What follows belongs to an exercise in optimizing a design on an open flow for small area; a production flow would make more cautious choices. Where RTL was checked, it was by simulation tests only, not by an equivalence proof against the original. Function not checked in run 5: the RTL went through the layout flow alone. Power and IR drop assume default switching activity.

===== flow/design.v =====
`timescale 1ns / 1ps
`default_nettype none
module mem_iso_top
(
    input wire [4:0]                        axi_s_awid,
    input wire [32:0]                       axi_s_awaddr,
    input wire [7:0]                        axi_s_awlen,
    input wire [2:0]                        axi_s_awsize,
    input wire [1:0]                        axi_s_awburst,
    input wire                              axi_s_awvalid,
    output wire                             axi_s_awready,
    input wire [127:0]                      axi_s_wdata,
    input wire [15:0]                       axi_s_wstrb,
    input wire                              axi_s_wlast,
    input wire                              axi_s_wvalid,
    output wire                             axi_s_wready,
    output wire [4:0]                       axi_s_bid,
    output wire [1:0]                       axi_s_bresp,
    output wire                             axi_s_bvalid,
    input wire                              axi_s_bready,
    input wire [4:0]                        axi_s_arid,
    input wire [32:0]                       axi_s_araddr,
    input wire [7:0]                        axi_s_arlen,
    input wire [2:0]                        axi_s_arsize,
    input wire [1:0]                        axi_s_arburst,
    input wire                              axi_s_arvalid,
    output wire                             axi_s_arready,
    output wire [4:0]                       axi_s_rid,
    output wire [127:0]                     axi_s_rdata,
    output wire [1:0]                       axi_s_rresp,
    output wire                             axi_s_rlast,
    output wire                             axi_s_rvalid,
    input wire                              axi_s_rready,
    output wire [4:0]                       axi_m_awid,
    output wire [32:0]                      axi_m_awaddr,
    output wire [7:0]                       axi_m_awlen,
    output wire [2:0]                       axi_m_awsize,
    output wire [1:0]                       axi_m_awburst,
    output wire                             axi_m_awuser,
    output wire                             axi_m_awvalid,
    input wire                              axi_m_awready,
    output wire [127:0]                     axi_m_wdata,
    output wire [15:0]                      axi_m_wstrb,
    output wire                             axi_m_wlast,
    output wire                             axi_m_wvalid,
    input wire                              axi_m_wready,
    input wire [4:0]                        axi_m_bid,
    input wire [1:0]                        axi_m_bresp,
    input wire                              axi_m_bvalid,
    output wire                             axi_m_bready,
    output wire [4:0]                       axi_m_arid,
    output wire [32:0]                      axi_m_araddr,
    output wire [7:0]                       axi_m_arlen,
    output wire [2:0]                       axi_m_arsize,
    output wire [1:0]                       axi_m_arburst,
    output wire                             axi_m_aruser,
    output wire                             axi_m_arvalid,
    input wire                              axi_m_arready,
    input wire [4:0]                        axi_m_rid,
    input wire [127:0]                      axi_m_rdata,
    input wire [1:0]                        axi_m_rresp,
    input wire                              axi_m_rlast,
    input wire                              axi_m_rvalid,
    output wire                             axi_m_rready,
    input wire  [31:0]                      ctrl_awaddr,
    input wire                              ctrl_awvalid,
    output wire                             ctrl_awready,
    input wire  [31:0]                      ctrl_wdata,
    input wire                              ctrl_wvalid,
    output wire                             ctrl_wready,
    output wire [1:0]                       ctrl_bresp,
    output wire                             ctrl_bvalid,
    input wire                              ctrl_bready,
    input wire  [31:0]                      ctrl_araddr,
    input wire                              ctrl_arvalid,
    output wire                             ctrl_arready,
    output wire [31:0]                      ctrl_rdata,
    output wire [1:0]                       ctrl_rresp,
    output wire                             ctrl_rvalid,
    input wire                              ctrl_rready,
    input wire  aclk,
    input wire  aresetn
);
    wire rst = ~aresetn;
    reg         decouple;
    reg         tclear;
    reg [15:0]  aw_init;
    reg [8:0]   aw_upd;
    reg [15:0]  ar_init;
    reg [8:0]   ar_upd;
    reg [4:0]   wtime;
    reg [4:0]   btime;
    reg [4:0]   rtime;
    reg         werr, berr, rerr;
    wire        irq = wtime[4] | btime[4] | rtime[4] | werr | berr | rerr;
    reg         vaw_valid;
    reg [4:0]   vaw_id;
    reg [32:0]  vaw_addr;
    reg [7:0]   vaw_len;
    reg [2:0]   vaw_size;
    reg [1:0]   vaw_burst;
    reg         vw_valid;
    reg [127:0] vw_data;
    reg [15:0]  vw_strb;
    reg         vw_last;
    reg         var_valid;
    reg [4:0]   var_id;
    reg [32:0]  var_addr;
    reg [7:0]   var_len;
    reg [2:0]   var_size;
    reg [1:0]   var_burst;
    reg         saw_v, saw_f, saw_fn;
    reg [50:0]  saw_d0, saw_d1;
    reg         sw_v, sw_f, sw_fn;
    reg [144:0] sw_d0, sw_d1;
    reg         sb_v, sb_f;
    reg [6:0]   sb_d0, sb_d1;
    reg         sar_v, sar_f, sar_fn;
    reg [50:0]  sar_d0, sar_d1;
    reg         sr_v, sr_f, sr_fn;
    reg [135:0] sr_d0, sr_d1;
    wire        sr_out_last;
    reg [3:0]   outst_trans;
    reg [23:0]  aw_tok;
    reg [23:0]  ar_tok;
    reg [3:0]   fifo_wp, fifo_rp;
    wire        fifo_empty = (fifo_wp == fifo_rp);
    wire        fifo_full = (fifo_wp[2:0] == fifo_rp[2:0]) && (fifo_wp[3] != fifo_rp[3]);
    wire        aw_throttled = {1'b0, aw_tok[23:12]} <= {5'd0, vaw_len} + {12'd0, aw_tok[11:8] != 4'hF};
    wire        aw_dec = outst_trans[3] | aw_throttled;
    wire        w_dec = (outst_trans == 4'd0);
    wire        ar_throttled = ar_tok[23:12] <= {4'd0, var_len};
    wire sh_awvalid = vaw_valid & ~aw_dec;
    wire sh_awready = saw_f ? 1'b0 : ~aw_dec;
    wire sh_wvalid  = vw_valid & ~w_dec;
    wire sh_wready  = ~sw_f & ~w_dec;
    wire sh_arvalid = var_valid & ~ar_throttled;
    wire sh_arready = ~sar_f & ~ar_throttled;
    reg         sticky_aw, sticky_ar;
    reg [3:0]   outst_wresp, outst_rresp;
    wire dany = decouple | irq;
    wire vaw_rdy = sh_awready | ~vaw_valid;
    wire v_awready = vaw_rdy & ~fifo_full;
    wire vw_rdy = sh_wready | ~vw_valid;
    wire v_wready = vw_rdy & ~fifo_empty;
    wire var_rdy = sh_arready | ~var_valid;
    wire safe_aw = (dany & ~sticky_aw) | outst_wresp[3];
    wire d_awvalid = ~safe_aw & (axi_s_awvalid | sticky_aw);
    assign axi_s_awready = ~safe_aw & v_awready;
    wire aw_push = d_awvalid & v_awready;
    wire safe_w = dany & fifo_empty;
    wire d_wvalid = ~safe_w & (irq | axi_s_wvalid);
    assign axi_s_wready = ~safe_w & v_wready;
    wire [15:0] d_wstrb = irq ? 16'd0 : axi_s_wstrb;
    wire no_wresp = (outst_wresp == 4'd0);
    wire safe_b = dany & no_wresp;
    assign axi_s_bvalid = ~safe_b & sb_v;
    wire d_bready = ~safe_b & (irq | axi_s_bready);
    wire b_fire = sb_v & d_bready;
    wire safe_ar = (dany & ~sticky_ar) | outst_rresp[3];
    wire d_arvalid = ~safe_ar & (axi_s_arvalid | sticky_ar);
    assign axi_s_arready = ~safe_ar & var_rdy;
    wire no_rresp = (outst_rresp == 4'd0);
    wire safe_r = dany & no_rresp;
    assign axi_s_rvalid = ~safe_r & sr_v;
    wire d_rready = ~safe_r & (irq | axi_s_rready);
    wire r_fire = sr_v & d_rready;
    always @(posedge aclk) begin
        if (rst) sticky_aw <= 1'b0;
        else if (axi_s_awvalid & ~v_awready & ~dany) sticky_aw <= 1'b1;
        else if (v_awready) sticky_aw <= 1'b0;
    end
    always @(posedge aclk) begin
        if (rst) sticky_ar <= 1'b0;
        else if (axi_s_arvalid & ~var_rdy & ~dany) sticky_ar <= 1'b1;
        else if (var_rdy) sticky_ar <= 1'b0;
    end
    wire b_acc = axi_s_bvalid & d_bready;
    always @(posedge aclk) begin
        if (rst) outst_wresp <= 4'd0;
        else if (aw_push & ~b_acc) outst_wresp <= outst_wresp + 4'd1;
        else if (~aw_push & b_acc) outst_wresp <= outst_wresp - 4'd1;
    end
    wire ar_acc = d_arvalid & var_rdy;
    wire rl_acc = axi_s_rvalid & d_rready & sr_out_last;
    always @(posedge aclk) begin
        if (rst) outst_rresp <= 4'd0;
        else if (ar_acc & ~rl_acc) outst_rresp <= outst_rresp + 4'd1;
        else if (~ar_acc & rl_acc) outst_rresp <= outst_rresp - 4'd1;
    end
    wire decouple_done = fifo_empty & no_wresp & no_rresp & ~sticky_aw & ~sticky_ar & decouple;
    wire [4:0] decouple_status = {safe_r, dany & ~sticky_ar, safe_b & safe_aw, safe_w & safe_aw, dany & ~sticky_aw};
    wire [2:0] aw_esize = (axi_s_awsize > 3'd4) ? 3'd4 : axi_s_awsize;
    wire aw_len_ok = (axi_s_awlen == 8'd15) || (axi_s_awlen == 8'd7) || (axi_s_awlen == 8'd3) || (axi_s_awlen == 8'd1);
    wire [1:0] aw_eburst = (axi_s_awburst == 2'b10 && !aw_len_ok) ? 2'b01 : axi_s_awburst;
    wire [3:0] aw_amask = 4'hF << aw_esize;
    wire [32:0] aw_eaddr = (aw_eburst == 2'b10) ? {axi_s_awaddr[32:4], axi_s_awaddr[3:0] & aw_amask} : axi_s_awaddr;
    always @(posedge aclk) begin
        if (vaw_rdy) begin
            vaw_id <= axi_s_awid;
            vaw_addr <= aw_eaddr;
            vaw_len <= axi_s_awlen;
            vaw_size <= aw_esize;
            vaw_burst <= aw_eburst;
        end
    end
    always @(posedge aclk) begin
        if (rst) vaw_valid <= 1'b0;
        else if (aw_push) vaw_valid <= 1'b1;
        else if (sh_awready) vaw_valid <= 1'b0;
    end
    reg [63:0] fifo_mem;
    reg [7:0]  fifo_head;
    always @(*) begin
        case (fifo_rp[2:0])
            3'd0: fifo_head = fifo_mem[7:0];
            3'd1: fifo_head = fifo_mem[15:8];
            3'd2: fifo_head = fifo_mem[23:16];
            3'd3: fifo_head = fifo_mem[31:24];
            3'd4: fifo_head = fifo_mem[39:32];
            3'd5: fifo_head = fifo_mem[47:40];
            3'd6: fifo_head = fifo_mem[55:48];
            default: fifo_head = fifo_mem[63:56];
        endcase
    end
    always @(posedge aclk) begin
        if (aw_push & (fifo_wp[2:0] == 3'd0)) fifo_mem[7:0] <= axi_s_awlen;
        if (aw_push & (fifo_wp[2:0] == 3'd1)) fifo_mem[15:8] <= axi_s_awlen;
        if (aw_push & (fifo_wp[2:0] == 3'd2)) fifo_mem[23:16] <= axi_s_awlen;
        if (aw_push & (fifo_wp[2:0] == 3'd3)) fifo_mem[31:24] <= axi_s_awlen;
        if (aw_push & (fifo_wp[2:0] == 3'd4)) fifo_mem[39:32] <= axi_s_awlen;
        if (aw_push & (fifo_wp[2:0] == 3'd5)) fifo_mem[47:40] <= axi_s_awlen;
        if (aw_push & (fifo_wp[2:0] == 3'd6)) fifo_mem[55:48] <= axi_s_awlen;
        if (aw_push & (fifo_wp[2:0] == 3'd7)) fifo_mem[63:56] <= axi_s_awlen;
    end
    reg [7:0] wcnt;
    wire w_acc = d_wvalid & v_wready;
    wire w_islast = (wcnt == fifo_head);
    wire fifo_pop = w_acc & w_islast;
    always @(posedge aclk) begin
        if (rst) begin
            fifo_wp <= 4'd0;
            fifo_rp <= 4'd0;
        end else begin
            if (aw_push) fifo_wp <= fifo_wp + 4'd1;
            if (fifo_pop) fifo_rp <= fifo_rp + 4'd1;
        end
    end
    always @(posedge aclk) begin
        if (rst) wcnt <= 8'd0;
        else if (w_acc) wcnt <= w_islast ? 8'd0 : wcnt + 8'd1;
    end
    always @(posedge aclk) begin
        if (vw_rdy) begin
            vw_data <= axi_s_wdata;
            vw_strb <= d_wstrb;
            vw_last <= w_islast;
        end
    end
    always @(posedge aclk) begin
        if (rst) vw_valid <= 1'b0;
        else if (w_acc) vw_valid <= 1'b1;
        else if (sh_wready) vw_valid <= 1'b0;
    end
    wire [2:0] ar_esize = (axi_s_arsize > 3'd4) ? 3'd4 : axi_s_arsize;
    wire ar_len_ok = (axi_s_arlen == 8'd15) || (axi_s_arlen == 8'd7) || (axi_s_arlen == 8'd3) || (axi_s_arlen == 8'd1);
    wire [1:0] ar_eburst = (axi_s_arburst == 2'b10 && !ar_len_ok) ? 2'b01 : axi_s_arburst;
    wire [3:0] ar_amask = 4'hF << ar_esize;
    wire [32:0] ar_eaddr = (ar_eburst == 2'b10) ? {axi_s_araddr[32:4], axi_s_araddr[3:0] & ar_amask} : axi_s_araddr;
    always @(posedge aclk) begin
        if (var_rdy) begin
            var_id <= axi_s_arid;
            var_addr <= ar_eaddr;
            var_len <= axi_s_arlen;
            var_size <= ar_esize;
            var_burst <= ar_eburst;
        end
    end
    always @(posedge aclk) begin
        if (rst) var_valid <= 1'b0;
        else if (d_arvalid & var_rdy) var_valid <= 1'b1;
        else if (sh_arready) var_valid <= 1'b0;
    end
    always @(posedge aclk) begin
        if (rst | w_acc | tclear) wtime <= 5'd1;
        else if (v_wready & ~d_wvalid) wtime <= wtime + 5'd1;
    end
    always @(posedge aclk) begin
        if (rst | b_fire | tclear) btime <= 5'd1;
        else if (sb_v & ~d_bready) btime <= btime + 5'd1;
    end
    always @(posedge aclk) begin
        if (rst | r_fire | tclear) rtime <= 5'd1;
        else if (sr_v & ~d_rready) rtime <= rtime + 5'd1;
    end
    always @(posedge aclk) begin
        if (rst | tclear) begin
            werr <= 1'b0;
            berr <= 1'b0;
            rerr <= 1'b0;
        end else begin
            if (wtime[4]) werr <= 1'b1;
            if (btime[4]) berr <= 1'b1;
            if (rtime[4]) rerr <= 1'b1;
        end
    end
    wire aw_acc = vaw_valid & ~saw_f & ~aw_dec;
    wire wl_acc = vw_valid & ~sw_f & vw_last & ~w_dec;
    always @(posedge aclk) begin
        if (rst) outst_trans <= 4'd0;
        else if (aw_acc & ~wl_acc) outst_trans <= outst_trans + 4'd1;
        else if (~aw_acc & wl_acc) outst_trans <= outst_trans - 4'd1;
    end
    reg [3:0] w_add_back, b_add_back, r_add_back;
    always @(posedge aclk) begin
        if (rst | vw_valid) w_add_back <= 4'd15;
        else if (~sw_f & ~w_dec & (w_add_back != 4'd0)) w_add_back <= w_add_back - 4'd1;
    end
    always @(posedge aclk) begin
        if (rst | d_bready) b_add_back <= 4'd15;
        else if (sb_v & (b_add_back != 4'd0)) b_add_back <= b_add_back - 4'd1;
    end
    always @(posedge aclk) begin
        if (rst | d_rready) r_add_back <= 4'd15;
        else if (sr_v & (r_add_back != 4'd0)) r_add_back <= r_add_back - 4'd1;
    end
    wire w_fire = vw_valid & ~sw_f & ~w_dec;
    reg [12:0] aw_sum;
    reg [12:0] ar_sum;
    always @(posedge aclk) begin
        if (rst) begin
            aw_sum <= 13'd0;
            ar_sum <= 13'd0;
        end else begin
            aw_sum <= {({1'b0, w_fire ? w_add_back : 4'd0} + {1'b0, b_fire ? b_add_back : 4'd0} + {4'd0, aw_upd[8]}), aw_upd[7:0]};
            ar_sum <= {({1'b0, r_fire ? r_add_back : 4'd0} + {4'd0, ar_upd[8]}), ar_upd[7:0]};
        end
    end
    wire [8:0]  aw_lo = {1'b0, aw_tok[7:0]} + {1'b0, aw_sum[7:0]};
    wire [16:0] aw_k1 = {12'd0, aw_sum[12:8]} - {5'b0, vaw_len, 4'h0} - 17'd31;
    wire [16:0] aw_hi0 = {1'b0, aw_tok[23:8]} + {12'd0, aw_sum[12:8]} + {16'd0, aw_lo[8]};
    wire [16:0] aw_hi1 = {1'b0, aw_tok[23:8]} + aw_k1 + {16'd0, aw_lo[8]};
    wire [16:0] aw_hi = aw_acc ? aw_hi1 : aw_hi0;
    wire [24:0] aw_next = {aw_hi, aw_lo[7:0]};
    wire aw_gt_init = {aw_tok[23:8], |aw_tok[7:0]} > {aw_init, 1'b0};
    always @(posedge aclk) begin
        if (rst) aw_tok <= 24'd0;
        else if (~saw_f & aw_gt_init & ~vaw_valid & w_dec) aw_tok <= {aw_init, 8'd0};
        else if (aw_next[24]) aw_tok <= 24'hFFFFFF;
        else aw_tok <= aw_next[23:0];
    end
    wire ar_acc_s = var_valid & ~sar_f & ~ar_throttled;
    wire [12:0] ar_lo = {1'b0, ar_tok[11:0]} + {1'b0, ar_sum[11:0]};
    wire [12:0] ar_k1 = {12'd0, ar_sum[12]} - {5'b0, var_len} - 13'd1;
    wire [12:0] ar_hi0 = {1'b0, ar_tok[23:12]} + {12'd0, ar_sum[12]} + {12'd0, ar_lo[12]};
    wire [12:0] ar_hi1 = {1'b0, ar_tok[23:12]} + ar_k1 + {12'd0, ar_lo[12]};
    wire [12:0] ar_hi = ar_acc_s ? ar_hi1 : ar_hi0;
    wire [24:0] ar_next = {ar_hi, ar_lo[11:0]};
    wire ar_gt_init = {ar_tok[23:8], |ar_tok[7:0]} > {ar_init, 1'b0};
    always @(posedge aclk) begin
        if (rst) ar_tok <= 24'd0;
        else if (~sar_f & ar_gt_init & ~var_valid) ar_tok <= {ar_init, 8'd0};
        else if (ar_next[24]) ar_tok <= 24'hFFFFFF;
        else ar_tok <= ar_next[23:0];
    end
    always @(posedge aclk) begin
        if (rst) begin
            saw_v <= 1'b0;
            saw_f <= 1'b0;
            saw_fn <= 1'b1;
        end else begin
            saw_v <= (sh_awvalid & ~saw_f) | saw_f | (saw_v & ~axi_m_awready);
            saw_f <= ~axi_m_awready & (saw_f | (saw_v & sh_awvalid));
            saw_fn <= ~(~axi_m_awready & (saw_f | (saw_v & sh_awvalid)));
        end
    end
    always @(posedge aclk) begin
        if (sh_awvalid & saw_fn) saw_d0 <= {vaw_id, vaw_addr, vaw_len, vaw_size, vaw_burst};
        saw_d1 <= {axi_m_awid, axi_m_awaddr, axi_m_awlen, axi_m_awsize, axi_m_awburst};
    end
    assign {axi_m_awid, axi_m_awaddr, axi_m_awlen, axi_m_awsize, axi_m_awburst} = (saw_d1 & {51{saw_f}}) | (saw_d0 & {51{saw_fn}});
    assign axi_m_awvalid = saw_v;
    reg [7:0] awx_win;
    reg       awx_hi;
    always @(*) begin
        case (axi_m_awsize)
            3'd0: begin awx_win = axi_m_awaddr[7:0];  awx_hi = &axi_m_awaddr[11:8]; end
            3'd1: begin awx_win = axi_m_awaddr[8:1];  awx_hi = &axi_m_awaddr[11:9]; end
            3'd2: begin awx_win = axi_m_awaddr[9:2];  awx_hi = &axi_m_awaddr[11:10]; end
            3'd3: begin awx_win = axi_m_awaddr[10:3]; awx_hi = axi_m_awaddr[11]; end
            default: begin awx_win = axi_m_awaddr[11:4]; awx_hi = 1'b1; end
        endcase
    end
    wire [8:0] awx_sum = {1'b0, axi_m_awlen} + {1'b0, awx_win};
    assign axi_m_awuser = (axi_m_awburst == 2'b01) && awx_hi && awx_sum[8];
    always @(posedge aclk) begin
        if (rst) begin
            sw_v <= 1'b0;
            sw_f <= 1'b0;
            sw_fn <= 1'b1;
        end else begin
            sw_v <= (sh_wvalid & ~sw_f) | sw_f | (sw_v & ~axi_m_wready);
            sw_f <= ~axi_m_wready & (sw_f | (sw_v & sh_wvalid));
            sw_fn <= ~(~axi_m_wready & (sw_f | (sw_v & sh_wvalid)));
        end
    end
    always @(posedge aclk) begin
        if (sh_wvalid & sw_fn) sw_d0 <= {vw_data, vw_strb, vw_last};
        sw_d1 <= {axi_m_wdata, axi_m_wstrb, axi_m_wlast};
    end
    assign {axi_m_wdata, axi_m_wstrb, axi_m_wlast} = (sw_d1 & {145{sw_f}}) | (sw_d0 & {145{sw_fn}});
    assign axi_m_wvalid = sw_v;
    always @(posedge aclk) begin
        if (rst) begin
            sb_v <= 1'b0;
            sb_f <= 1'b0;
        end else begin
            sb_v <= (axi_m_bvalid & ~sb_f) | sb_f | (sb_v & ~d_bready);
            sb_f <= ~d_bready & (sb_f | (sb_v & axi_m_bvalid));
        end
    end
    always @(posedge aclk) begin
        if (axi_m_bvalid & ~sb_f) sb_d0 <= {axi_m_bid, axi_m_bresp};
        if (~sb_f) sb_d1 <= sb_d0;
    end
    assign axi_m_bready = ~sb_f;
    assign {axi_s_bid, axi_s_bresp} = sb_f ? sb_d1 : sb_d0;
    always @(posedge aclk) begin
        if (rst) begin
            sar_v <= 1'b0;
            sar_f <= 1'b0;
            sar_fn <= 1'b1;
        end else begin
            sar_v <= (sh_arvalid & ~sar_f) | sar_f | (sar_v & ~axi_m_arready);
            sar_f <= ~axi_m_arready & (sar_f | (sar_v & sh_arvalid));
            sar_fn <= ~(~axi_m_arready & (sar_f | (sar_v & sh_arvalid)));
        end
    end
    always @(posedge aclk) begin
        if (sh_arvalid & sar_fn) sar_d0 <= {var_id, var_addr, var_len, var_size, var_burst};
        sar_d1 <= {axi_m_arid, axi_m_araddr, axi_m_arlen, axi_m_arsize, axi_m_arburst};
    end
    assign {axi_m_arid, axi_m_araddr, axi_m_arlen, axi_m_arsize, axi_m_arburst} = (sar_d1 & {51{sar_f}}) | (sar_d0 & {51{sar_fn}});
    assign axi_m_arvalid = sar_v;
    reg [7:0] arx_win;
    reg       arx_hi;
    always @(*) begin
        case (axi_m_arsize)
            3'd0: begin arx_win = axi_m_araddr[7:0];  arx_hi = &axi_m_araddr[11:8]; end
            3'd1: begin arx_win = axi_m_araddr[8:1];  arx_hi = &axi_m_araddr[11:9]; end
            3'd2: begin arx_win = axi_m_araddr[9:2];  arx_hi = &axi_m_araddr[11:10]; end
            3'd3: begin arx_win = axi_m_araddr[10:3]; arx_hi = axi_m_araddr[11]; end
            default: begin arx_win = axi_m_araddr[11:4]; arx_hi = 1'b1; end
        endcase
    end
    wire [8:0] arx_sum = {1'b0, axi_m_arlen} + {1'b0, arx_win};
    assign axi_m_aruser = (axi_m_arburst == 2'b01) && arx_hi && arx_sum[8];
    always @(posedge aclk) begin
        if (rst) begin
            sr_v <= 1'b0;
            sr_f <= 1'b0;
            sr_fn <= 1'b1;
        end else begin
            sr_v <= (axi_m_rvalid & ~sr_f) | sr_f | (sr_v & ~d_rready);
            sr_f <= ~d_rready & (sr_f | (sr_v & axi_m_rvalid));
            sr_fn <= ~(~d_rready & (sr_f | (sr_v & axi_m_rvalid)));
        end
    end
    always @(posedge aclk) begin
        if (axi_m_rvalid & sr_fn) sr_d0 <= {axi_m_rid, axi_m_rdata, axi_m_rresp, axi_m_rlast};
        sr_d1 <= {axi_s_rid, axi_s_rdata, axi_s_rresp, sr_out_last};
    end
    assign axi_m_rready = ~sr_f;
    assign {axi_s_rid, axi_s_rdata, axi_s_rresp, sr_out_last} = (sr_d1 & {136{sr_f}}) | (sr_d0 & {136{sr_fn}});
    assign axi_s_rlast = sr_out_last;
    reg         c_wrdy;      
    reg [2:0]   c_widx;      
    reg         c_bvalid;
    reg         c_arrdy;
    reg [2:0]   c_ridx;      
    reg         c_rvalid;
    reg [15:0]  c_rdata;
    wire c_wstart = ~c_wrdy & ctrl_awvalid & ctrl_wvalid;
    wire c_wren = c_wrdy & ctrl_awvalid & ctrl_wvalid;
    wire c_rstart = ~c_arrdy & ctrl_arvalid;
    wire c_rden = c_arrdy & ctrl_arvalid & ~c_rvalid;
    always @(posedge aclk) begin
        if (rst) c_wrdy <= 1'b0;
        else c_wrdy <= c_wstart;
    end
    always @(posedge aclk) begin
        if (c_wstart) c_widx <= (ctrl_awaddr[11:5] == 7'd0) ? ctrl_awaddr[4:2] : 3'd7;
    end
    always @(posedge aclk) begin
        if (rst) c_bvalid <= 1'b0;
        else if (c_wren & ~c_bvalid) c_bvalid <= 1'b1;
        else if (ctrl_bready) c_bvalid <= 1'b0;
    end
    always @(posedge aclk) begin
        if (rst) c_arrdy <= 1'b0;
        else c_arrdy <= c_rstart;
    end
    always @(posedge aclk) begin
        if (c_rstart) c_ridx <= (ctrl_araddr[11:5] == 7'd0) ? ctrl_araddr[4:2] : 3'd7;
    end
    always @(posedge aclk) begin
        if (rst) c_rvalid <= 1'b0;
        else if (c_rden) c_rvalid <= 1'b1;
        else if (ctrl_rready) c_rvalid <= 1'b0;
    end
    reg [15:0] c_rsel;
    always @(*) begin
        case (c_ridx)
            3'd0: c_rsel = {9'd0, decouple_status, decouple_done, decouple};
            3'd1: c_rsel = {11'd0, rerr, berr, werr, irq, tclear};
            3'd2: c_rsel = aw_init;
            3'd3: c_rsel = {7'd0, aw_upd};
            3'd4: c_rsel = ar_init;
            3'd5: c_rsel = {7'd0, ar_upd};
            default: c_rsel = 16'd0;
        endcase
    end
    always @(posedge aclk) begin
        if (c_rden) c_rdata <= c_rsel;
    end
    always @(posedge aclk) begin
        tclear <= ~rst & c_wren & (c_widx == 3'd1) & ctrl_wdata[0];
    end
    always @(posedge aclk) begin
        if (rst) begin
            decouple <= 1'b0;
            aw_init <= 16'd0;
            aw_upd <= 9'd0;
            ar_init <= 16'd0;
            ar_upd <= 9'd0;
        end else if (c_wren) begin
            if (c_widx == 3'd0) decouple <= ctrl_wdata[0];
            if (c_widx == 3'd2) aw_init <= ctrl_wdata[15:0];
            if (c_widx == 3'd3) aw_upd <= ctrl_wdata[8:0];
            if (c_widx == 3'd4) ar_init <= ctrl_wdata[15:0];
            if (c_widx == 3'd5) ar_upd <= ctrl_wdata[8:0];
        end
    end
    assign ctrl_awready = c_wrdy;
    assign ctrl_wready = c_wrdy;
    assign ctrl_bresp = 2'b00;
    assign ctrl_bvalid = c_bvalid;
    assign ctrl_arready = c_arrdy;
    assign ctrl_rdata = {16'd0, c_rdata};
    assign ctrl_rresp = 2'b00;
    assign ctrl_rvalid = c_rvalid;
endmodule
`default_nettype wire

===== flow/flow/run.sh =====
#!/bin/bash
# The standard layout (standard.sh) with these changes:
#  - synthesis: area-oriented ABC script (flow/area.abc, via flow/synth.tcl) and no hard
#    half/full-adder cells (ADDER_MAP_FILE empty), so ABC maps the adders too
#  - every port still gets a buffer, but a sky130_fd_sc_hd__buf_1
#  - CTS: clkbuf_16 leaf buffers driving clusters of up to 28 sinks within 135 um,
#    without dummy loads
# make's full output goes to standard.log; ORFS keeps each step's log under orfs/logs.
set -euo pipefail
W=$PWD
export AREA_ABC_SCRIPT=$W/flow/area.abc
export ADDER_MAP_FILE=
export BUFFER_PORTS_ARGS="-buffer_cell sky130_fd_sc_hd__buf_1"
export CTS_ARGS="-sink_clustering_enable -repair_clock_nets -dont_use_dummy_load -buf_list sky130_fd_sc_hd__clkbuf_16 -sink_clustering_size 28 -sink_clustering_max_diameter 135"
sed "s#SYNTH_SCRIPT=[^ ']*#SYNTH_SCRIPT=$W/flow/synth.tcl#" standard.sh > standard_area.sh
grep -q "SYNTH_SCRIPT=$W/flow/synth.tcl" standard_area.sh
bash standard_area.sh > standard.log 2>&1

===== flow/flow/area.abc =====
strash
ifraig
scorr
dc2
strash
dch -f
map -a
topo
strash
dch -f
amap
topo
strash
dch -f
amap
topo

===== flow/flow/synth.tcl =====
# The standard flow's synthesis script (synth_recipe.tcl) with one change: ABC maps the logic with
# the area-oriented script in $::env(AREA_ABC_SCRIPT) instead of ORFS's delay-driven one.
# Registers are mapped before ABC runs, so they are the standard synthesis's registers.
proc synth {args} { yosys synth -nofsm -noshare {*}$args }
proc abc {args} {
  set keep {}
  set skip 0
  foreach a $args {
    if {$skip} { set skip 0; continue }
    if {$a eq "-script" || $a eq "-D"} { set skip 1; continue }
    lappend keep $a
  }
  yosys abc -script $::env(AREA_ABC_SCRIPT) {*}$keep
}
source $::env(SCRIPTS_DIR)/synth.tcl
# left out here: clear keep_hierarchy, flatten, clean up, hide names made inside functions, write 1_2_yosys.v

===== flow/standard.sh =====
#!/bin/bash
# synth_recipe.tcl (not shown) runs the flow's synth.tcl, then flattens the netlist and writes it again
# the make line also repeats each setting of config.mk as NAME=value (left out here)
make -C /OpenROAD-flow-scripts/flow DESIGN_CONFIG=/design/flow/config.mk WORK_HOME=/design/flow/orfs CLKGATE_MAP_FILE= SYNTH_SCRIPT=/design/flow/synth_recipe.tcl "${@:-finish}"

===== flow/config.mk =====
export PLATFORM = sky130hd
export DESIGN_NAME = mem_iso_top
export DESIGN_NICKNAME = mem_iso_top
export VERILOG_FILES = /design/flow/design.v
export SDC_FILE = /design/flow/constraint.sdc
export NUM_CORES = 4
export LEC_CHECK = 0
export CAP_MARGIN = 20
export CORE_MARGIN = 2
export CORE_UTILIZATION = 60
export SLEW_MARGIN = 20

===== flow/constraint.sdc =====
create_clock -name core_clock -period 5.5 [get_ports {aclk}]
set_input_delay 1.1000 -clock core_clock [delete_from_list [all_inputs] [get_ports {aclk}]]
set_output_delay 1.1000 -clock core_clock [all_outputs]
set_load 0.01 [all_outputs]

==> results of run 1 <==
-- layout by cell type (no fill, tap or decap), types with 6 or more instances in the layout --
cell type	count
a211oi_1	51
a21o_1	9
a21oi_1	166
a221oi_1	16
a222oi_1	11
a22o_1	355
a22oi_1	47
a31oi_1	24
and2_0	12
and3_1	11
buf_1	862
buf_12	6
buf_4	90
clkbuf_16	53
clkinv_1	235
conb_1	20
dfxtp_1	583
dfxtp_2	9
diode_2	17
edfxtp_1	723
inv_2	7
nand2_1	129
nand2_2	7
nand3_1	23
nor2_1	313
nor2_2	12
nor2b_1	37
nor3_1	71
nor4_1	14
o211ai_1	11
o21a_1	38
o21ai_0	164
o21ai_1	9
o21ai_2	11
o221ai_1	18
o22ai_1	91
or2_0	8
-- worst register-to-register path: cells and delay by family, from the launching register on --
family          cells  cell delay, ps
compound gates     17            2290
buf+inv             2             240
flops               1             350
simple gates       18            2120
-- worst min-delay path by stage --
stage / start / slack, ps / endpoint
after floorplan: var_burst[0]$_DFFE_PP_ / 400 / sar_d0[0]$_DFFE_PP_
after global placement: vw_data[69]$_DFFE_PP_ / 400 / sw_d0[86]$_DFFE_PP_
after detailed placement: var_addr[11]$_DFFE_PP_ / 400 / sar_d0[24]$_DFFE_PP_
after CTS: vw_data[32]$_DFFE_PP_ / 390 / sw_d0[49]$_DFFE_PP_
after global routing: vw_data[32]$_DFFE_PP_ / 420 / sw_d0[49]$_DFFE_PP_
final: vw_data[32]$_DFFE_PP_ / 400 / sw_d0[49]$_DFFE_PP_
-- metrics by stage --
| stage | instances | util, % | cell area (sq um) | hold WS [ps] | TNS (ps) |
|---|---|---|---|---|---|
| after floorplan | 3366 | - | 45500 | 400 | 0 |
| after global placement | 5267 | 67.7 | 50600 | 400 | -0.641 |
| after detailed placement | 5267 | 67.7 | 50600 | 405 | -2920 |
| after CTS | 5321 | 69.6 | 52000 | 394 | 0 |
| after global routing | 5340 | 70.0 | 52300 | 418 | -856 |
| final | 5343 | 70.0 | 52300 | 401 | 0 |
-- metal layers --
layer | up-vias | track usage [%] | routed length (um)
li1 | 14700 | - | -
met1 | 15300 | 44.4 | 53300
met2 | 1422 | 52.2 | 61300
met3 | 247 | 8.31 | 12600
met4 | 24 | 11.3 | 4930
met5 | - | 0 | 162
-- sequential cells by signal (all words and copies together), names as in the netlist, 9 cells and up --
name      count
ar_sum       13
sr_d1       136
ar_init      16
fifo_mem     64
vw_data     128
sw_d0       145
vw_strb      16
saw_d1       51
aw_init      16
var_addr     33
ar_tok       24
ar_upd        9
sar_d1       51
sar_d0       51
aw_tok       24
saw_d0       51
vaw_addr     33
aw_upd        9
sr_d0       136
c_rdata      16
sw_d1       145
aw_sum       13
-- report_power, final --
| group | total [mW] | leakage, nW | switching [mW] | internal [mW] |
|---|---|---|---|---|
| Clock | 4.55 | 0.653 | 2.81 | 1.73 |
| Combinational | 4.05 | 6.40 | 2.70 | 1.36 |
| Sequential | 12.3 | 12.0 | 0.523 | 11.8 |
| Total | 21.0 | 19.0 | 6.03 | 14.9 |
-- kinds of logic (layout without fill, tap and decap cells) --
group,Yosys count,in the layout
flip-flops,1320,1320
AO/OA/AOI/OAI,1076,1076
AND/OR/NAND/NOR,683,683
buffers and inverters,266,1257
other,1,37
XOR/XNOR,1,1
-- area by class of cell --
| type | instances | area (sq um) |
|---|---|---|
| tap | 969 | 1210 |
| antenna | 17 | 42.5 |
| multi-input combinational | 1780 | 11100 |
| clock buffer | 53 | 1330 |
| inverter | 243 | 913 |
| timing repair buffer | 961 | 4050 |
| sequential | 1320 | 33700 |
| fill | 5501 | 22400 |
-- what timing repair did --
action                     CTS  global route
pin swaps                    4            37
buffers inserted             1             5
setup endpoints to repair   31            54
hold buffers                 0             0
gates resized for setup     14            88
==> flow_metrics.tcl, run 1 <==
set metrics [dict create \
    drtAntennaViolNets 0 \
    critPathSlowestCell "a2111oi_1" \
    yosys.area.top_type_share_pct 47.9 \
    dr.first_iter.drc_count 2980 \
    grt_pass1_wl_um 190000 \
    synthAdderAreaFrac_pct 0 \
    arrival_ps 4270 \
    gp_congestion 0.955 \
    synthSimpleGateAreaFrac_pct 6.64 \
    clock_sinks 1320 \
    dr.pass1.iters 5 \
    r2r_slack_ps 410 \
    track_usage_pct 32.8 \
    synth_top_area_cell "edfxtp_1" \
    clk_root_buffer_cell "clkbuf_16" \
    worstSetupEndpointType "primary output" \
    required_ps 4400 \
    place_ws_ps -191 \
    synth_flop_cell "edfxtp_1" \
    synth-edff-count 723 \
    grt_max_degree 103 \
    drv_cap 0 \
    max_stage_delay_ps 510 \
    min_period_over_period_pct 97.6 \
    dp_hpwl_um 98800 \
    min_path_type "reg -> reg" \
    cts_htree_levels 2 \
    ys_warn_count 1 \
    cp_num_buf_inv 3 \
    clkTransAtPathRegs_ps 100 \
    syn_avg_cell_area_sq_um 13.6 \
    outcome "timing/DRC/antenna clean" \
    leakagePower_nw 19.0 \
    critical_path.max_fanout 15 \
    antenna_found_initial 38 \
    dieArea_sq_um 77800 \
    drt_wl_total_um 132000 \
    async_reset_ff_share_pct 0 \
    max_freq_mhz 186 \
    synth_cells 3347 \
    fp.dieW_um 279 \
    cts_max_path_buffers 3 \
    ioPinCount 946 \
    powerDensity_nw_per_um2 401 \
    cp.depth 19 \
    synth_most_common_cell "edfxtp_1" \
    whs_path_depth 0 \
    setup_slack_ps 135 \
    p_total_mw 21.0 \
    peakVddDrop_mv 0.332 \
    min_period_ps 5370 \
    cp_top_family "compound AO/OA/AOI/OAI gates" \
    synth_commonest_cells "edfxtp_1 (723), dfxtp_1 (597), a22o_1 (355), nor2_1 (325), clkinv_1 (243)" \
    cp-endpoint "axi_m_aruser" \
    fp.coreArea_sq_um 74700 \
    drv_slew 0 \
    cts_inserted_buffers 53 \
    hold_violations 0 \
    crit_chain "buf_4 -> a22oi_2 -> clkinv_1 -> nand3_1 -> nor2_1 -> a2111oi_1 -> a211oi_1 -> a211oi_1 -> a211oi_1 -> a211oi_1 -> o32ai_1 -> o21a_1 -> a21oi_1 -> o21a_1 -> a21oi_1 -> nand2_1 -> nor2_1 -> a21boi_0 -> buf_1" \
    grt_pass1_vias 29100 \
    clk_latency_ps 620 \
    relSlewSlack_pct 27.5 \
    startpoint "sar_f$_SDFF_PN0_" \
    die_h_um 279 \
    via_per_inst 5.93 \
    critPathKind "reg -> out" \
    synth_seq_cells 1320 \
    drive_gt1_share_pct 5.67 \
    r2r-start "aw_tok[0]$_SDFF_PP0_" \
    tightest_slew_ps 1090 \
    drc 0 \
    overflow 0 \
    synth_top_family_by_area "compound AO/OA/AOI/OAI gates" \
    post_drt_wl_per_cell_um 24.8 \
    finalSetupViolations 0 \
    crit_top_cell "a211oi_1" \
    tritoncts "yes" \
    dr_total_vias 31700 \
    synth-xor-area-share_pct 0.0193 \
    yosys-top-cells-area "edfxtp_1 (48%), dfxtp_1 (26%), a22o_1 (6.9%)" \
    initial_core_util_pct 60.7 \
    yosysUniqueCellTypes 51 \
    rsz0062_at_grt "yes" \
    rows 100 \
    r2r_cells 37 \
    io_buffers 864 \
    synth-compound-area-share_pct 16.8 \
    start_kind "flop" \
    r2r-end "aw_tok[20]$_SDFF_PN0_" \
    synth_mux_area_share_pct 0 \
    fin_nets 4862 \
    yosysSeqAreaShare_pct 74.2 \
    areaGrowthSynthToFinish_pct 15.3 \
    syn_area_sq_um 45400 \
    clock_skew_ps 61.6 \
]
==> inputs of run 2 (changes only) <==
==> flow/flow/area.abc (replaced) <==
strash
ifraig
scorr
dc2
strash
dch -f
map -a
topo
strash
dch -f
amap
topo
==> run 2 against run 1 <==
  * Sequential power is essentially flat
  * Utilization is 0.23 points lower
  * Combinational power decreased by 4%
  * Synthesized area barely moved
==> flow_metrics.tcl, run 2 <==
set metrics [dict create \
    outcome "timing/DRC/antenna clean" \
    gp_congestion 0.862 \
    ioPinCount 946 \
    grt_max_degree 147 \
    dr.pass1.iters 6 \
    syn_area_sq_um 45400 \
    clk_root_buffer_cell "clkbuf_16" \
    power_frac_comb_pct 18.7 \
    drv_cap 0 \
    yosys-top-cells-area "edfxtp_1 (48%), dfxtp_1 (26%), a22o_1 (6.8%)" \
    wl_met2_um 55600 \
    critical_path.max_fanout 4 \
    p_total_mw 20.7 \
    place_ws_ps -172 \
    drc 0 \
    relSlewSlack_pct 24.7 \
    overflow 0 \
    hold_violations 0 \
    ys_warn_count 1 \
    min_path_type "reg -> reg" \
    start_kind "flop" \
    syn_avg_cell_area_sq_um 13.5 \
    critPathKind "reg -> out" \
    clock_sinks 1320 \
    finalSetupViolations 0 \
    peakVddDrop_mv 0.296 \
    track_usage_pct 27.9 \
    powerDensity_nw_per_um2 398 \
    min_period_over_period_pct 98.6 \
    clockPowerShare_pct 21.8 \
    synth_most_common_cell "edfxtp_1" \
    p_seq_share_pct 59.5 \
    min_period_ps 5420 \
    clock_skew_ps 56.4 \
    fin_nets 4852 \
    tightest_slew_ps 1120 \
    placed_area_sq_um 50400 \
    dieArea_sq_um 77900 \
    r2r_cells 39 \
    dr.first_iter.drc_count 2604 \
    postCtsHoldBufs 0 \
    max_freq_mhz 184 \
    setup_slack_ps 76.6 \
    via_per_inst 5.76 \
    worstSetupEndpointType "primary output" \
    drive_gt1_share_pct 5.20 \
    swShare_pct 28.0 \
    p_int_mw 14.9 \
    holdWs_ps 398 \
    synth-edff-count 723 \
    synth_flop_cell "edfxtp_1" \
    stdcell_count 5337 \
    wl_met1_um 45000 \
    grt_pass1_wl_um 167000 \
    fin_area_sq_um 52100 \
    yosysUniqueCellTypes 52 \
    cts_htree_levels 2 \
    dp_hpwl_um 81000 \
    fp.dieW_um 279 \
    final_cell_mix "buf_1 (862), edfxtp_1 (723), dfxtp_1 (580), a22o_1 (351), nor2_1 (347)" \
    fp.coreArea_sq_um 74700 \
    post_drt_wl_per_cell_um 21.2 \
    clkTransAtPathRegs_ps 110 \
    rsz0062_at_grt "yes" \
    async_reset_ff_share_pct 0 \
    dr_total_vias 30700 \
    highest_layer "met5" \
    synth_commonest_cells "edfxtp_1 (723), dfxtp_1 (597), nor2_1 (361), a22o_1 (351), clkinv_1 (233)" \
    whs_path_depth 0 \
    dp_cells 5247 \
    areaGrowthSynthToFinish_pct 14.9 \
    cts_inserted_buffers 53 \
    antenna_found_initial 39 \
    cts_max_path_buffers 3 \
    final_common_cell "buf_1" \
    io_buffers 864 \
    drtAntennaViolNets 0 \
    yosys.area.top_type_share_pct 47.8 \
    tritoncts "yes" \
    initial_core_util_pct 60.8 \
    drv_slew 0 \
    synth_top_area_cell "edfxtp_1" \
    leakagePower_nw 19.0 \
    drt_wl_total_um 113000 \
    arrival_ps 4320 \
    clk_latency_ps 640 \
    wl_met3_um 8330 \
    p_sw_mw 5.80 \
    synth_seq_cells 1320 \
    yosysSeqAreaShare_pct 74.2 \
    grt_pass1_vias 28700 \
    die_h_um 279 \
    required_ps 4400 \
    reg_top3 "sw_d0: 145 flops, sw_d1: 145 flops" \
    rows 100 \
    synth_cells 3362 \
]
==> run 2: final cells by class <==
type	instances	area [sq um]
Antenna cell	21	52.6
Fill cell	5425	22600
Clock buffer	53	1330
Multi-Input combinational cell	1805	11100
Sequential cell	1320	33700
Timing Repair Buffer	935	3810
Timing Repair inverter	1	5.00
Inverter	233	890
Tap cell	969	1210
==> run 2: routing by layer <==
layer,GRT usage (%),vias to the layer above
met4,10.1,34
met5,0,-
li1,-,14700
met3,7.09,222
met2,46.8,940
met1,35.2,14800
==> run 2: path summary, 6_finish.rpt <==
path	start	endpoint	slack, ps
worst min register to register	vw_data[90]$_DFFE_PP_	sw_d0[107]$_DFFE_PP_	400
worst max register to register	aw_sum[0]$_SDFF_PN0_	aw_tok[9]$_SDFF_PN0_	210
worst min-delay path	vw_data[90]$_DFFE_PP_	sw_d0[107]$_DFFE_PP_	400
worst max-delay path	aw_tok[11]$_SDFF_PN0_	axi_s_awready	80
==> run 2: cell families (layout without fill, tap and decap cells) <==
| logic type | count (synthesis) | count (layout) | share of synthesized area (%) |
|---|---|---|---|
| AO/OA/AOI/OAI | 1061 | 1061 | 16.6 |
| buffers and inverters | 256 | 1222 | 2.29 |
| flip-flops | 1320 | 1320 | 74.2 |
| other | 1 | 41 | 0.00826 |
| XOR/XNOR | 1 | 1 | 0.0193 |
| AND/OR/NAND/NOR | 723 | 723 | 6.90 |
==> run 2: stage by stage <==
step,setup TNS [ps],utilization (%)
3_5_place_dp,-1600,67.4
3_3_place_gp,-76.2,67.4
6_report,0,69.8
2_1_floorplan,-887,-
5_1_grt,-2890,69.8
4_1_cts,0,69.2
==> run 2: power by group through the flow <==
stage          Clock, mW  Sequential [mW]  Combinational (mW)
5_1_grt             4.90             12.4                4.29
6_report            4.51             12.3                3.89
4_1_cts             4.60             12.3                3.71
3_3_place_gp           0             12.5                3.59
2_1_floorplan          0             12.4                2.41
3_5_place_dp           0             12.5                3.65
==> run 2: worst max-delay path, cell delays in order, from the launching register on <==
cell and delay (ps):
dfxtp_2 390, clkinvlp_4 130, nor4_4 310, nor2_1 110
nand2_1 130, o21ai_0 120, a21oi_1 170, a211oi_1 60
a211oi_1 230, a211oi_1 70, o32ai_1 270, a21oi_1 120
a21o_1 170, o21a_1 100, a21oi_1 230, nor4b_4 390
or2_4 210, o21ai_4 70, o21ai_1 140, nor3_2 80
clkbuf_2 160
==> run 2: what timing repair did <==
action / 4_1_cts / 5_1_grt
endpoints found under the hold margin: 0 / 0
pin swaps: 3 / 41
gates cloned: 1 / 0
resized for setup: 12 / 82
endpoints found under the setup margin: 30 / 72
setup buffers: 1 / 14
==> inputs of run 3 (changes only) <==
--- a/flow/config.mk
+++ b/flow/config.mk
@@ -8,4 +8,5 @@
 export CAP_MARGIN = 20
 export CORE_MARGIN = 2
 export CORE_UTILIZATION = 60
+export PLACE_DENSITY = 0.75
 export SLEW_MARGIN = 20
==> run 3 against run 2 <==
  * Critical path depth up 19
  * Synthesized cell count unchanged
  * Wire length up 5.3%
  * Hold slack worse by 24 ps
  * Setup slack better by 180 ps
==> flow_metrics.tcl, run 3 <==
set metrics [dict create \
    outcome "timing/DRC/antenna clean" \
    min_period_ps 5250 \
    cts_max_path_buffers 3 \
    min_path_type "reg -> reg" \
    grt_max_degree 131 \
    clockPowerShare_pct 21.6 \
    critical_path.max_fanout 5 \
    setup_slack_ps 254 \
    fin_nets 4875 \
    multi_input_area_sq_um 11100 \
    dr_total_vias 31300 \
    initial_core_util_pct 60.8 \
    async_reset_ff_share_pct 0 \
    yosys-top-cells-area "edfxtp_1 (48%), dfxtp_1 (26%), a22o_1 (6.8%)" \
    grt_pass1_vias 29100 \
    yosysUniqueCellTypes 52 \
    fp.dieW_um 279 \
    syn_area_sq_um 45400 \
    tightest_slew_ps 1120 \
    arrival_ps 5820 \
    p_total_mw 20.8 \
    postCtsHoldBufs 0 \
    drc 0 \
    track_usage_pct 29.3 \
    yosysSeqAreaShare_pct 74.2 \
    max_freq_mhz 191 \
    cts_htree_levels 2 \
    worstSetupEndpointType "flop" \
    leakagePower_nw 19.1 \
    p_int_mw 15.0 \
    swShare_pct 28.1 \
    synth_seq_cells 1320 \
    synth_commonest_cells "edfxtp_1 (723), dfxtp_1 (597), nor2_1 (361), a22o_1 (351), clkinv_1 (233)" \
    dp_cells 5254 \
    place_ws_ps -229 \
    cp_num_buf_inv 1 \
    fillers 5320 \
    synth_most_common_cell "edfxtp_1" \
    finalSetupViolations 0 \
    synth_cells 3362 \
    fin_area_sq_um 52300 \
    yosys.area.top_type_share_pct 47.8 \
    peakVddDrop_mv 0.336 \
    clkTransAtPathRegs_ps 110 \
    clock_sinks 1320 \
    clock_skew_ps 68.5 \
    synth-edff-count 723 \
    seqCellArea_sq_um 33700 \
    via_per_inst 5.84 \
    io_buffers 864 \
    dr.pass1.iters 5 \
    die_h_um 279 \
    max_stage_delay_ps 370 \
    ys_warn_count 1 \
    critPathKind "reg -> reg" \
    min_period_over_period_pct 95.4 \
    final_common_cell "buf_1" \
    drv_slew 0 \
    post_drt_wl_per_cell_um 22.2 \
    start_kind "flop" \
    dr.first_iter.drc_count 2812 \
    powerDensity_nw_per_um2 398 \
    holdWs_ps 374 \
    dieArea_sq_um 77900 \
    drv_cap 0 \
    required_ps 6080 \
    clk_latency_ps 660 \
    rows 100 \
    stdcell_count 5354 \
    synth_top_area_cell "edfxtp_1" \
    synth_flop_cell "edfxtp_1" \
    antenna_found_initial 33 \
    drt_wl_total_um 119000 \
    syn_avg_cell_area_sq_um 13.5 \
    relSlewSlack_pct 24.7 \
    power_frac_comb_pct 19.0 \
    placed_area_sq_um 50400 \
    dp_hpwl_um 85900 \
    drtAntennaViolNets 0 \
    cts_inserted_buffers 53 \
    gp_congestion 0.936 \
    critPathSlowestCell "dfxtp_1" \
    hold_violations 0 \
    clk_root_buffer_cell "clkbuf_16" \
    p_sw_mw 5.85 \
    areaGrowthSynthToFinish_pct 15.3 \
    fp.coreArea_sq_um 74700 \
    overflow 0 \
    grt_pass1_wl_um 174000 \
    ioPinCount 946 \
    final_cell_mix "buf_1 (863), edfxtp_1 (723), dfxtp_1 (580), a22o_1 (351), nor2_1 (343)" \
    tritoncts "yes" \
    p_seq_share_pct 59.4 \
    reg_top3 "sw_d0: 145 flops, sw_d1: 145 flops" \
    drive_gt1_share_pct 5.65 \
    cp_top_family "simple AND/OR/NAND/NOR gates" \
]
==> run 3: cell types whose count changed in the layout (fill, tap and decap cells not counted), moves of 4 or more <==
cell      change
buf_4        +18
diode_2       -6
a211oi_2      -4
a221oi_2      -4
a221oi_1      +4
a211oi_1      +4
nor2_1        -4
==> run 3: metal layers <==
metal | track usage [%] | routed length, um | vias to the layer above
met4 | 10.1 | 3900 | 32
li1 | - | - | 14800
met2 | 49.0 | 58400 | 1222
met5 | 0 | 217 | -
met3 | 7.57 | 10200 | 210
met1 | 37.2 | 46400 | 15000
==> run 3: cell families (layout without fill, tap and decap cells) <==
| family | after synthesis | in the layout | synth area share (%) |
|---|---|---|---|
| other | 1 | 35 | 0.00826 |
| AO/OA/AOI/OAI | 1061 | 1061 | 16.6 |
| AND/OR/NAND/NOR | 723 | 723 | 6.90 |
| flip-flops | 1320 | 1320 | 74.2 |
| XOR/XNOR | 1 | 1 | 0.0193 |
| buffers and inverters | 256 | 1245 | 2.29 |
==> run 3: repair_timing <==
action                                  in CTS  in global routing
endpoints found under the hold margin        0                  0
pin swaps                                    7                 34
endpoints found under the setup margin      32                 54
resized for setup                           12                 86
cloned                                       1                  0
setup buffers                               17                 14
==> run 3: worst paths after layout <==
path | from | endpoint | slack, ps | cells after the start
max | aw_sum[1]$_SDFF_PN0_ | aw_tok[9]$_SDFF_PN0_ | 250 | 39
min | vaw_addr[1]$_DFFE_PP_ | saw_d0[14]$_DFFE_PP_ | 370 | 0
max reg2reg | aw_sum[1]$_SDFF_PN0_ | aw_tok[9]$_SDFF_PN0_ | 250 | 39
min reg2reg | vaw_addr[1]$_DFFE_PP_ | saw_d0[14]$_DFFE_PP_ | 370 | 0
==> run 3: layout make-up <==
type	count	share of cell area [%]
flip-flops and latches	1320	64.4
diodes	15	0.0717
multi-input cells	1805	21.3
clock buffers	53	2.53
repair buffers	958	7.69
repair inverters	1	0.0120
inverters	233	1.70
well taps	969	2.32
==> run 3: through the flow <==
step | utilization, % | TNS, ps
2_1_floorplan | - | -887
5_1_grt | 70.1 | -557
3_5_place_dp | 67.5 | -2420
4_1_cts | 69.5 | 0
3_3_place_gp | 67.5 | -2.46
6_report | 70.1 | 0
==> run 3: power groups by stage <==
stage | combinational, mW | clock (mW) | sequential, mW
floorplan | 2.41 | 0 | 12.4
global placement | 3.61 | 0 | 12.5
detailed placement | 3.69 | 0 | 12.5
CTS | 3.78 | 4.57 | 12.3
global route | 4.31 | 4.89 | 12.5
finish | 3.96 | 4.51 | 12.4
==> inputs of run 4 (changes only) <==
==> flow/flow/area.abc (replaced) <==
strash
ifraig
scorr
dc2
strash
balance
rewrite
refactor
balance
rewrite
rewrite -z
balance
refactor -z
rewrite -z
balance
dch -f
map -a
topo
strash
dch -f
amap
topo
--- a/flow/config.mk
+++ b/flow/config.mk
@@ -8,5 +8,4 @@
 export CAP_MARGIN = 20
 export CORE_MARGIN = 2
 export CORE_UTILIZATION = 60
-export PLACE_DENSITY = 0.75
 export SLEW_MARGIN = 20
==> run 4 against run 3 <==
  * Register-to-register slack worse by 50 ps
  * First-iteration DRC count shrank 15%
  * Clock skew decreased by 3.6 ps
  * Critical path depth rose by 3
  * Global-route usage down 1.1 points
  * Flip-flop and latch count unchanged
  * Sequential share of layout area grew 0.089 points
  * Cell count down 0.24%
  * Setup slack worse by 52 ps
  * Sequential power hardly changed
  * Wire length fell by 4.2%
  * Cell area fell by 0.13%
  * Critical path type unchanged
  * Highest routed layer unchanged
==> flow_metrics.tcl, run 4 <==
set metrics [dict create \
    required_ps 6000 \
    seqCellArea_sq_um 33700 \
    synth_most_common_cell "edfxtp_1" \
    dr.first_iter.drc_count 2404 \
    ioPinCount 946 \
    post_drt_wl_per_cell_um 21.4 \
    async_reset_ff_share_pct 0 \
    ys_warn_count 1 \
    drive_gt1_share_pct 5.84 \
    dp_hpwl_um 82400 \
    synth_top_area_cell "edfxtp_1" \
    drv_slew 0 \
    final_cell_mix "buf_1 (862), edfxtp_1 (723), dfxtp_1 (579), a22o_1 (351), nor2_1 (351)" \
    critPathKind "reg -> reg" \
    synth_commonest_cells "edfxtp_1 (723), dfxtp_1 (597), nor2_1 (377), a22o_1 (351), clkinv_1 (240)" \
    initial_core_util_pct 60.7 \
    gp_congestion 0.887 \
    grt_max_degree 85 \
    leakagePower_nw 19.0 \
    min_path_type "reg -> reg" \
    clk_latency_ps 650 \
    final_common_cell "buf_1" \
    outcome "timing/DRC/antenna clean" \
    startpoint "ar_tok[1]$_SDFF_PP0_" \
    rows 100 \
    max_stage_delay_ps 400 \
    p_total_mw 20.8 \
    syn_avg_cell_area_sq_um 13.5 \
    arrival_ps 5800 \
    postCtsHoldBufs 0 \
    finalSetupViolations 0 \
    peakVddDrop_mv 0.381 \
    relSlewSlack_pct 27.2 \
    fp.dieW_um 279 \
    r2r_slack_ps 200 \
    tritoncts "yes" \
    synth_cells 3352 \
    clock_sinks 1320 \
    crit_top_cell "o21ai_2" \
    areaGrowthSynthToFinish_pct 15.2 \
    drc 0 \
    multi_input_area_sq_um 11100 \
    fp.coreArea_sq_um 74700 \
    antenna_found_initial 19 \
    via_per_inst 5.73 \
    reg_top3 "sw_d0: 145 flops, sw_d1: 145 flops" \
    start_kind "flop" \
    drt_wl_total_um 114000 \
    yosysUniqueCellTypes 53 \
    r2r-start "ar_tok[1]$_SDFF_PP0_" \
    drtAntennaViolNets 0 \
    drv_cap 0 \
    dr.pass1.iters 6 \
    worstSetupEndpointType "flop" \
    hold_violations 0 \
    rsz0062_at_grt "yes" \
    yosysSeqAreaShare_pct 74.2 \
    grt_pass1_wl_um 168000 \
    r2r_cells 42 \
    powerDensity_nw_per_um2 397 \
    yosys.area.top_type_share_pct 47.9 \
    tightest_slew_ps 1080 \
    overflow 0 \
    synth-edff-count 723 \
    dieArea_sq_um 77800 \
    cts_inserted_buffers 53 \
    clk_root_buffer_cell "clkbuf_16" \
    critPathSlowestCell "or3_1" \
    io_buffers 864 \
    critical_path.max_fanout 7 \
    clkTransAtPathRegs_ps 110 \
    cts_htree_levels 2 \
    r2r-end "ar_tok[18]$_SDFF_PN0_" \
    synth_seq_cells 1320 \
    grt_pass1_vias 28400 \
    min_period_over_period_pct 96.3 \
    max_freq_mhz 189 \
    die_h_um 279 \
    cp-endpoint "ar_tok[18]$_SDFF_PN0_" \
    cts_max_path_buffers 3 \
    synth_flop_cell "edfxtp_1" \
    clock_skew_ps 64.9 \
    min_period_ps 5300 \
    syn_area_sq_um 45400 \
    dr_total_vias 30600 \
    track_usage_pct 28.1 \
    fin_nets 4858 \
    yosys-top-cells-area "edfxtp_1 (48%), dfxtp_1 (26%), a22o_1 (6.8%)" \
    fillers 5508 \
    holdWs_ps 355 \
]
[run 4: cell types whose count changed after synthesis, moves of 4 or more]
cell,previous run,this run
o22a_1,7,11
a31oi_1,21,15
a221o_1,1,10
a221oi_1,30,24
nor3_1,64,68
clkinv_1,233,240
nor2b_1,38,42
nor4_1,17,10
o21a_1,31,24
nand2_1,155,127
nor2_1,361,377
[run 4: cell type report]
cell class	instances	area share, %
antenna	19	0.0910
clock buffer	53	2.54
inverter	240	1.76
multi-input combinational	1788	21.2
sequential	1320	64.5
tap	969	2.32
timing repair buffer	952	7.56
[run 4: report_power, final]
part | leakage [nW] | switching, mW | internal [mW]
Clock | 0.653 | 2.78 | 1.73
Sequential | 12.0 | 0.508 | 11.8
Combinational | 6.37 | 2.51 | 1.38
Total | 19.0 | 5.80 | 15.0
[run 4: worst min path at each step]
stage	from	to	slack, ps	cells past startpoint
floorplan	var_burst[0]$_DFFE_PP_	sar_d0[0]$_DFFE_PP_	400	0
global placement	vw_data[27]$_DFFE_PP_	sw_d0[44]$_DFFE_PP_	400	0
global route	vaw_id[4]$_DFFE_PP_	saw_d0[50]$_DFFE_PP_	350	0
CTS	vaw_id[4]$_DFFE_PP_	saw_d0[50]$_DFFE_PP_	350	0
finish	vaw_id[4]$_DFFE_PP_	saw_d0[50]$_DFFE_PP_	360	0
detailed placement	var_addr[3]$_DFFE_PP_	sar_d0[16]$_DFFE_PP_	400	0
[run 4: cells by family after synthesis]
kind of cell,synth area share (%)
AOI/OAI and AO/OA,16.5
other,0.00827
DFF,74.2
xor gates and xnor gates,0.0386
buffers and inverters,2.35
and+or+nand+nor,6.90
[run 4: worst max-delay path: cells and delay by family (launching register included)]
kind,cells,cell delay [ps]
buf+inv,2,170
flops,1,390
simple gates,23,2770
compound gates,17,1810
[run 4: metrics by stage]
step / TNS, ps / worst slack [ps] / instance area, sq um / utilization (%) / instances
detailed placement: -2860 / -229 / 50400 / 67.5 / 5253
global placement: -652 / -151 / 50400 / 67.5 / 5253
global route: -3500 / -198 / 52200 / 69.9 / 5333
floorplan: -1140 / -299 / 45500 / - / 3371
finish: 0 / 202 / 52300 / 70.0 / 5341
CTS: 0 / 1.17 / 51800 / 69.3 / 5306
[run 4: per-layer routing]
layer  share of wire [%]  global-route usage [%]
met1                  40                    36.1
met2                  50                    48.6
met3                 6.6                    5.63
met4                 2.7                    8.22
met5               0.067                       0
[run 4: what timing repair did]
item | 4_1_cts | 5_1_grt
pin swaps | 1 | 58
resized for setup | 14 | 101
setup endpoints to repair | 31 | 53
setup buffers | 0 | 16
==> inputs of run 5 (changes only) <==
--- a/flow/design.v
+++ b/flow/design.v
@@ -129,7 +129,8 @@
     wire        aw_throttled = {1'b0, aw_tok[23:12]} <= {5'd0, vaw_len} + {12'd0, aw_tok[11:8] != 4'hF};
     wire        aw_dec = outst_trans[3] | aw_throttled;
     wire        w_dec = (outst_trans == 4'd0);
-    wire        ar_throttled = ar_tok[23:12] <= {4'd0, var_len};
+    wire [12:0] ar_d = {1'b0, ar_tok[23:12]} - {5'd0, var_len} - 13'd1;
+    wire        ar_throttled = ar_d[12];
     wire sh_awvalid = vaw_valid & ~aw_dec;
     wire sh_awready = saw_f ? 1'b0 : ~aw_dec;
     wire sh_wvalid  = vw_valid & ~w_dec;
@@ -351,9 +352,8 @@
     end
     wire ar_acc_s = var_valid & ~sar_f & ~ar_throttled;
     wire [12:0] ar_lo = {1'b0, ar_tok[11:0]} + {1'b0, ar_sum[11:0]};
-    wire [12:0] ar_k1 = {12'd0, ar_sum[12]} - {5'b0, var_len} - 13'd1;
     wire [12:0] ar_hi0 = {1'b0, ar_tok[23:12]} + {12'd0, ar_sum[12]} + {12'd0, ar_lo[12]};
-    wire [12:0] ar_hi1 = {1'b0, ar_tok[23:12]} + ar_k1 + {12'd0, ar_lo[12]};
+    wire [12:0] ar_hi1 = ar_d + {12'd0, ar_sum[12]} + {12'd0, ar_lo[12]};
     wire [12:0] ar_hi = ar_acc_s ? ar_hi1 : ar_hi0;
     wire [24:0] ar_next = {ar_hi, ar_lo[11:0]};
     wire ar_gt_init = {ar_tok[23:8], |ar_tok[7:0]} > {ar_init, 1'b0};
==> flow/flow/area.abc (replaced) <==
strash
ifraig
scorr
dc2
strash
dch -f
map -a
topo
strash
dch -f
amap
topo
==> run 5 against run 4 <==
  * Die area about the same
  * Total power down 0.23%
  * Setup slack better by 57 ps
  * Cell count up 0.22%
  * Clock-buffer cell count unchanged
  * Register-to-register slack better by 200 ps
  * Flip-flop and latch count unchanged
  * Still clean on timing, DRC and antenna
  * Clock skew about the same
  * Global-route usage down 0.081 points
  * Sequential power about the same
  * Synthesized area about the same
  * Cell area down 0.18%
==> flow_metrics.tcl, run 5 <==
set metrics [dict create \
    hold-path-endpoint "saw_d0[25]$_DFFE_PP_" \
    powerDensity_nw_per_um2 397 \
    dieArea_sq_um 77800 \
    holdWs_ps 413 \
    yosys.area.top_type_share_pct 47.9 \
    rows 100 \
    clkTransAtPathRegs_ps 100 \
    fin_nets 4873 \
    via_per_inst 5.67 \
    ys_warn_count 1 \
    antenna_found_initial 16 \
    place_ws_ps -136 \
    ioPinCount 946 \
    areaGrowthSynthToFinish_pct 15.1 \
    placed_area_sq_um 50500 \
    max_freq_mhz 191 \
    max_stage_delay_ps 500 \
    critPathKind "reg -> out" \
    syn_area_sq_um 45300 \
    synth_seq_cells 1320 \
    post_drt_wl_per_cell_um 21.2 \
    fp.coreArea_sq_um 74600 \
    stdcell_count 5353 \
    dp_hpwl_um 81500 \
    tritoncts "yes" \
    min_period_ps 5240 \
    min_from "vaw_addr[12]$_DFFE_PP_" \
    gp_congestion 0.916 \
    cts_htree_levels 2 \
    overflow 0 \
    outcome "timing/DRC/antenna clean" \
    cp_top_family "compound AO/OA/AOI/OAI gates" \
    clock_skew_ps 65.4 \
    synth_top_area_cell "edfxtp_1" \
    p_total_mw 20.7 \
    fin_setup_tns_ps 0 \
    synth-edff-count 723 \
    grt_pass1_wl_um 168000 \
    critPathSlowestCell "a22oi_1" \
    drt_wl_total_um 113000 \
    initial_core_util_pct 60.8 \
    cts_max_path_buffers 3 \
    min_path_type "reg -> reg" \
    dr.pass1.iters 7 \
    tightest_slew_ps 1130 \
    grt_max_degree 146 \
    dp_cells 5276 \
    relSlewSlack_pct 24.0 \
    final_common_cell "buf_1" \
    hold_violations 0 \
    yosys-top-cells-area "edfxtp_1 (48%), dfxtp_1 (26%), a22o_1 (6.7%)" \
    leakagePower_nw 19.1 \
    dr_total_vias 30400 \
    clock_sinks 1320 \
    worstSetupEndpointType "primary output" \
    io_buffers 864 \
    drv_slew 0 \
    fin_area_sq_um 52200 \
    postCtsHoldBufs 0 \
    cts_inserted_buffers 53 \
    drc 0 \
    die_h_um 279 \
    fp.dieW_um 279 \
    synth_flop_cell "edfxtp_1" \
    r2r-end "aw_tok[13]$_SDFF_PN0_" \
    yosysUniqueCellTypes 51 \
    synth_most_common_cell "edfxtp_1" \
    drive_gt1_share_pct 5.31 \
    track_usage_pct 28.1 \
    async_reset_ff_share_pct 0 \
    utilization_pct 70.0 \
    r2r_slack_ps 400 \
    min_period_over_period_pct 95.3 \
    critical_path.max_fanout 9 \
    start_kind "flop" \
    grt_pass1_vias 28700 \
    final_cell_mix "buf_1 (861), edfxtp_1 (723), dfxtp_1 (584), nor2_1 (366), a22o_1 (349)" \
    peakVddDrop_mv 0.342 \
    arrival_ps 4140 \
    synth_cells 3366 \
    r2r_cells 38 \
    drtAntennaViolNets 0 \
    crit_chain "a22oi_1 -> nand3_1 -> o22ai_1 -> nor3_1 -> o32a_1 -> a221o_1 -> a31oi_1 -> nor3_1 -> a221o_1 -> o211ai_1 -> nor4b_1 -> buf_1" \
    clk_root_buffer_cell "clkbuf_16" \
    required_ps 4400 \
    setup_slack_ps 259 \
    syn_avg_cell_area_sq_um 13.5 \
    r2r-start "aw_sum[1]$_SDFF_PN0_" \
    drv_cap 0 \
    dr.first_iter.drc_count 2272 \
    finalSetupViolations 0 \
    clk_latency_ps 660 \
    reg_top3 "sw_d0: 145 flops, sw_d1: 145 flops" \
    synth_commonest_cells "edfxtp_1 (723), dfxtp_1 (597), nor2_1 (384), a22o_1 (349), clkinv_1 (246)" \
    cp_num_buf_inv 1 \
    whs_path_depth 0 \
    yosysSeqAreaShare_pct 74.3 \
]
-- run 5: metal layers --
layer	share of wire, %	up-vias	wire length [um]	track usage, %
met5	0.040	-	45	0
met4	2.9	6	3240	8.62
met3	6.9	182	7830	5.83
met2	50	973	56700	48.1
met1	40	14500	45700	36.0
li1	-	14700	-	-
-- run 5: timing repair --
item,4_1_cts,5_1_grt
setup endpoints to repair,21,54
pin swaps,1,21
setup buffers,1,6
resized for setup,14,86
-- run 5: final cells by class --
type	instances	area, sq um
Inverter	246	936
Clock buffer	53	1330
Timing Repair Buffer	953	4010
Sequential cell	1320	33700
Fill cell	5509	22400
Antenna cell	16	40.0
Multi-Input combinational cell	1796	11000
Tap cell	969	1210
-- run 5: power breakdown --
part / internal [mW] / switching [mW] / leakage, nW
Combinational: 1.38 / 2.48 / 6.43
Clock: 1.73 / 2.79 / 0.653
Sequential: 11.8 / 0.495 / 12.0
-- run 5: worst max path at each step --
stage                     cells past startpoint  slack [ps]                           to            startpoint
after floorplan                              29          30  outst_wresp[3]$_SDFFE_PN0P_  aw_tok[9]$_SDFF_PN0_
after global placement                       38         -60        aw_tok[13]$_SDFF_PN0_  aw_sum[1]$_SDFF_PN0_
after detailed placement                     38        -140        aw_tok[13]$_SDFF_PN0_  aw_sum[1]$_SDFF_PN0_
after CTS                                    37           4         aw_tok[8]$_SDFF_PN0_  aw_tok[0]$_SDFF_PP0_
after global routing                         37         -80         aw_tok[8]$_SDFF_PN0_  aw_tok[0]$_SDFF_PP0_
final                                        12         260                 axi_m_awuser   saw_d0[4]$_DFFE_PP_
-- run 5: worst reg2reg max path: cells and delay by family (launching register included) --
family | cells | cell delay (ps)
DFF | 1 | 350
AOI/OAI and AO/OA | 20 | 2350
and+or+nand+nor | 15 | 1860
buffers and inverters | 3 | 370
-- run 5: cell families (layout without fill, tap and decap cells) --
family          Yosys count  after routing  share of synthesized area (%)
flops                  1320           1320                           74.3
xor+xnor                  1              1                         0.0193
compound gates         1035           1035                           16.2
other cells               1             36                        0.00827
simple gates            740            740                           7.16
buf+inv                 269           1252                           2.40

## port drivers added, routing unchanged
Ports are ideal in the flow. The routed layouts listed here were re-timed in OpenROAD. Step 1 (the two cells are an assumption about what drives the block):
set clk [get_ports {aclk}]
set_driving_cell -lib_cell sky130_fd_sc_hd__clkbuf_16 $clk
set_driving_cell -lib_cell sky130_fd_sc_hd__buf_2 [delete_from_list [all_inputs] $clk]
Step 2 adds t to the input delays and takes it off the output delays; t is the mean of the earliest and latest rising clock arrival at the registers after step 1. Input paths then give back, and output paths get back, about the clock's delay inside the block. a / b / c = no drivers / after step 1 / after step 2; a / b = the first two.
run | t (ns) | setup WS [ns] | worst hold slack (ns) | worst slew at a driven data input, ns
run 1 | 0.680 | 0.135 / 0.068 / 0.410 | 0.401 / 0.401 / 0.401 | 0.20
run 2 | 0.679 | 0.077 / 0.020 / 0.210 | 0.398 / 0.398 / 0.398 | 0.13
run 3 | 0.701 | 0.254 / 0.254 / 0.254 | 0.374 / 0.374 / 0.374 | 0.15
run 4 | 0.686 | 0.202 / 0.202 / 0.202 | 0.355 / 0.355 / 0.355 | 0.13
run 5 | 0.701 | 0.259 / 0.192 / 0.396 | 0.413 / 0.413 / 0.413 | 0.15
After both steps every run listed still meets setup and hold.
